This design comes from an exercise in tuning for small area, a short achievable clock period and few clock cycles on the open sky130 flow, not from production work. In this exercise RTL edits were held to simulation tests only and were not proved equivalent to the original. Power figures rest on the tool's default switching activity, not on a simulated workload.

## signed_right_shift_mplier
module signed_right_shift_mplier #(
    parameter N = 32
)(
    input                 clk,
    input                 rst_n,       
    input    [N-1:0]      mcand,
    input    [N-1:0]      mplier,
    output   [2*N-1:0]    product,
    output                done
);
    reg  [31:0] mc;           
    reg  [31:0] pl;           
    reg  [3:0]  e_one, e_two, e_neg;   
    reg  [32:0] S, C;         
    reg  [7:0]  sl, cl;       
    reg         cin;          
    reg  [31:0] ph;           
    reg  [3:0]  e_onen, e_twon, e_negn;   
    reg         first;        
    reg         firstn;       
    reg  [2:0]  cnt;
    reg         done_r;
    function [11:0] benc(input [8:0] b);
        integer k;
        reg x2, x1, x0;
        begin
            for (k = 0; k < 4; k = k + 1) begin
                x2 = b[2*k+2]; x1 = b[2*k+1]; x0 = b[2*k];
                benc[k]     = x1 ^ x0;                               
                benc[4+k]   = (x2 & ~x1 & ~x0) | (~x2 & x1 & x0);    
                benc[8+k]   = x2;                                    
            end
        end
    endfunction
    wire [11:0] enc_start = benc({mplier[7:0], 1'b0});
    wire [11:0] enc_next  = benc(pl[15:7]);
    wire [32:0] mx  = {mc[31], mc};
    wire [32:0] mx2 = {mc, 1'b0};
    wire [3:0]  one_h = ~e_onen, two_h = ~e_twon, neg_h = ~e_negn;
    wire [32:0] pp0, pp1, pp2, pp3;
    wire [32:0] sel0 = {({16{one_h[0]}} & mx[32:17]) | ({16{two_h[0]}} & mx2[32:17]),
                        ({17{e_one[0]}} & mx[16:0]) | ({17{e_two[0]}} & mx2[16:0])};
    wire [32:0] sel1 = {({16{one_h[1]}} & mx[32:17]) | ({16{two_h[1]}} & mx2[32:17]),
                        ({17{e_one[1]}} & mx[16:0]) | ({17{e_two[1]}} & mx2[16:0])};
    wire [32:0] sel2 = {({16{one_h[2]}} & mx[32:17]) | ({16{two_h[2]}} & mx2[32:17]),
                        ({17{e_one[2]}} & mx[16:0]) | ({17{e_two[2]}} & mx2[16:0])};
  ...
export LEC_CHECK = 0
export CAP_MARGIN = 20
export CORE_MARGIN = 2
export CORE_UTILIZATION = 40
export SETUP_SLACK_MARGIN = 2.8
export SLEW_MARGIN = 20
export SYNTH_HIERARCHICAL = 1
create_clock -name core_clock -period 5.0 [get_ports {clk}]
standard.sh (not shown) runs the stock make flow with config.mk's settings and CLKGATE_MAP_FILE= SYNTH_SCRIPT=/design/flow/synth_recipe.tcl, a recipe that flattens the netlist after the stock synthesis.
==> flow/flow/run.sh <==
#!/bin/bash
# Standard ORFS layout, but with small buffers on the ports instead of the
# delay cells buffer_ports picks by default.  Each tool's output is logged
# by ORFS under orfs/logs; make's own output goes to flow_make.log.
set -euo pipefail
export BUFFER_PORTS_ARGS="-buffer_cell sky130_fd_sc_hd__buf_1"
bash standard.sh > flow_make.log 2>&1
Testbench counts at the start, summed over its fixed seeds: cycles 48,000.
Then changed:
--- a/flow/design.v
+++ b/flow/design.v
@@ -11,23 +11,22 @@
     reg  [31:0] mc;           
     reg  [31:0] pl;           
     reg  [3:0]  e_one, e_two, e_neg;   
     reg  [32:0] S, C;         
     reg  [7:0]  sl, cl;       
     reg         cin;          
     reg  [31:0] ph;           
     reg  [3:0]  e_onen, e_twon, e_negn;   
     reg         first;        
     reg         firstn;       
     reg  [2:0]  cnt;
-    reg         done_r;
     function [11:0] benc(input [8:0] b);
         integer k;
         reg x2, x1, x0;
         begin
             for (k = 0; k < 4; k = k + 1) begin
                 x2 = b[2*k+2]; x1 = b[2*k+1]; x0 = b[2*k];
                 benc[k]     = x1 ^ x0;                               
                 benc[4+k]   = (x2 & ~x1 & ~x0) | (~x2 & x1 & x0);    
                 benc[8+k]   = x2;                                    
             end
         end
@@ -575,43 +574,41 @@
         firstn <= rst_n;
         if (!rst_n) begin
             mc    <= mcand;
             pl    <= mplier;
             e_one <= enc_start[3:0];
             e_two <= enc_start[7:4];
             e_neg <= enc_start[11:8];
             e_onen <= ~enc_start[3:0];
             e_twon <= ~enc_start[7:4];
             e_negn <= ~enc_start[11:8];
             cnt   <= 3'd0;
-            done_r <= 1'b0;
         end else begin
             pl    <= {fsum[7:0], pl[31:8]};
             e_one <= enc_next[3:0];
             e_two <= enc_next[7:4];
             e_neg <= enc_next[11:8];
             e_onen <= ~enc_next[3:0];
             e_twon <= ~enc_next[7:4];
             e_negn <= ~enc_next[11:8];
             cnt   <= cnt + 3'd1;
-            done_r <= (cnt == 3'd4);
         end
         S   <= cs_s[40:8];
         C   <= cs_c[40:8];
         sl  <= cs_s[7:0];
         cl  <= cs_c[7:0];
         cin <= first ? 1'b0 : cout;
         ph  <= fsum[39:8];
     end
     assign product = {ph, pl};
-    assign done    = done_r;
+    assign done    = (cnt == 3'd5);
 endmodule
 module pfx_black (
     input  gh,
     input  ph,
     input  gl,
     input  pl,
     output g,
     output p
 );
     assign g = gh | (ph & gl);
     assign p = ph & pl;
Outcome: Flip-flop and latch count shrinks by 1. Clock-buffer cell count shrinks by 1. Worst setup slack loses 0.034 ns. Design area shrinks by about 0.35%. Via count shrinks by 1.5%. Cell count hardly moves. Clock skew is about the same. Core utilization shrinks by 0.16 points. Worst hold slack gains 0.0072 ns. Clock power is about the same.
Testbench counts after the change, summed over its fixed seeds: cycles 48,000.

[separate check: timing with driven ports]
The flow's constraints put no driver on any port. The routed layouts listed below were extracted and timed again, unchanged, in two steps. Step 1: set_driving_cell puts a clkbuf_16 on clk and a buf_2 on each other input, an assumption about the parent block. Step 2 times the ports against the registers' clock, not the clock port: input delays grow and output delays shrink by t, the midpoint of the rising clock arrivals with the driver on. a / b / c = ideal / step 1 / step 2; a / b = the first two.
| run | t (ns) | setup slack, ns | worst setup path after step 2 | worst data-port slew with drivers (ns) |
|---|---|---|---|---|
| the first run | 0.498 | 2.819 / 2.805 / 2.588 | input to register | 0.04 |
| the second run | 0.505 | 2.785 / 2.734 / 2.608 | input to register | 0.05 |
After both steps every run listed still meets setup and hold. For the first run, which loses most, drivers alone change the setup slack by -0.014 ns; drivers and shift together by -0.231 ns.
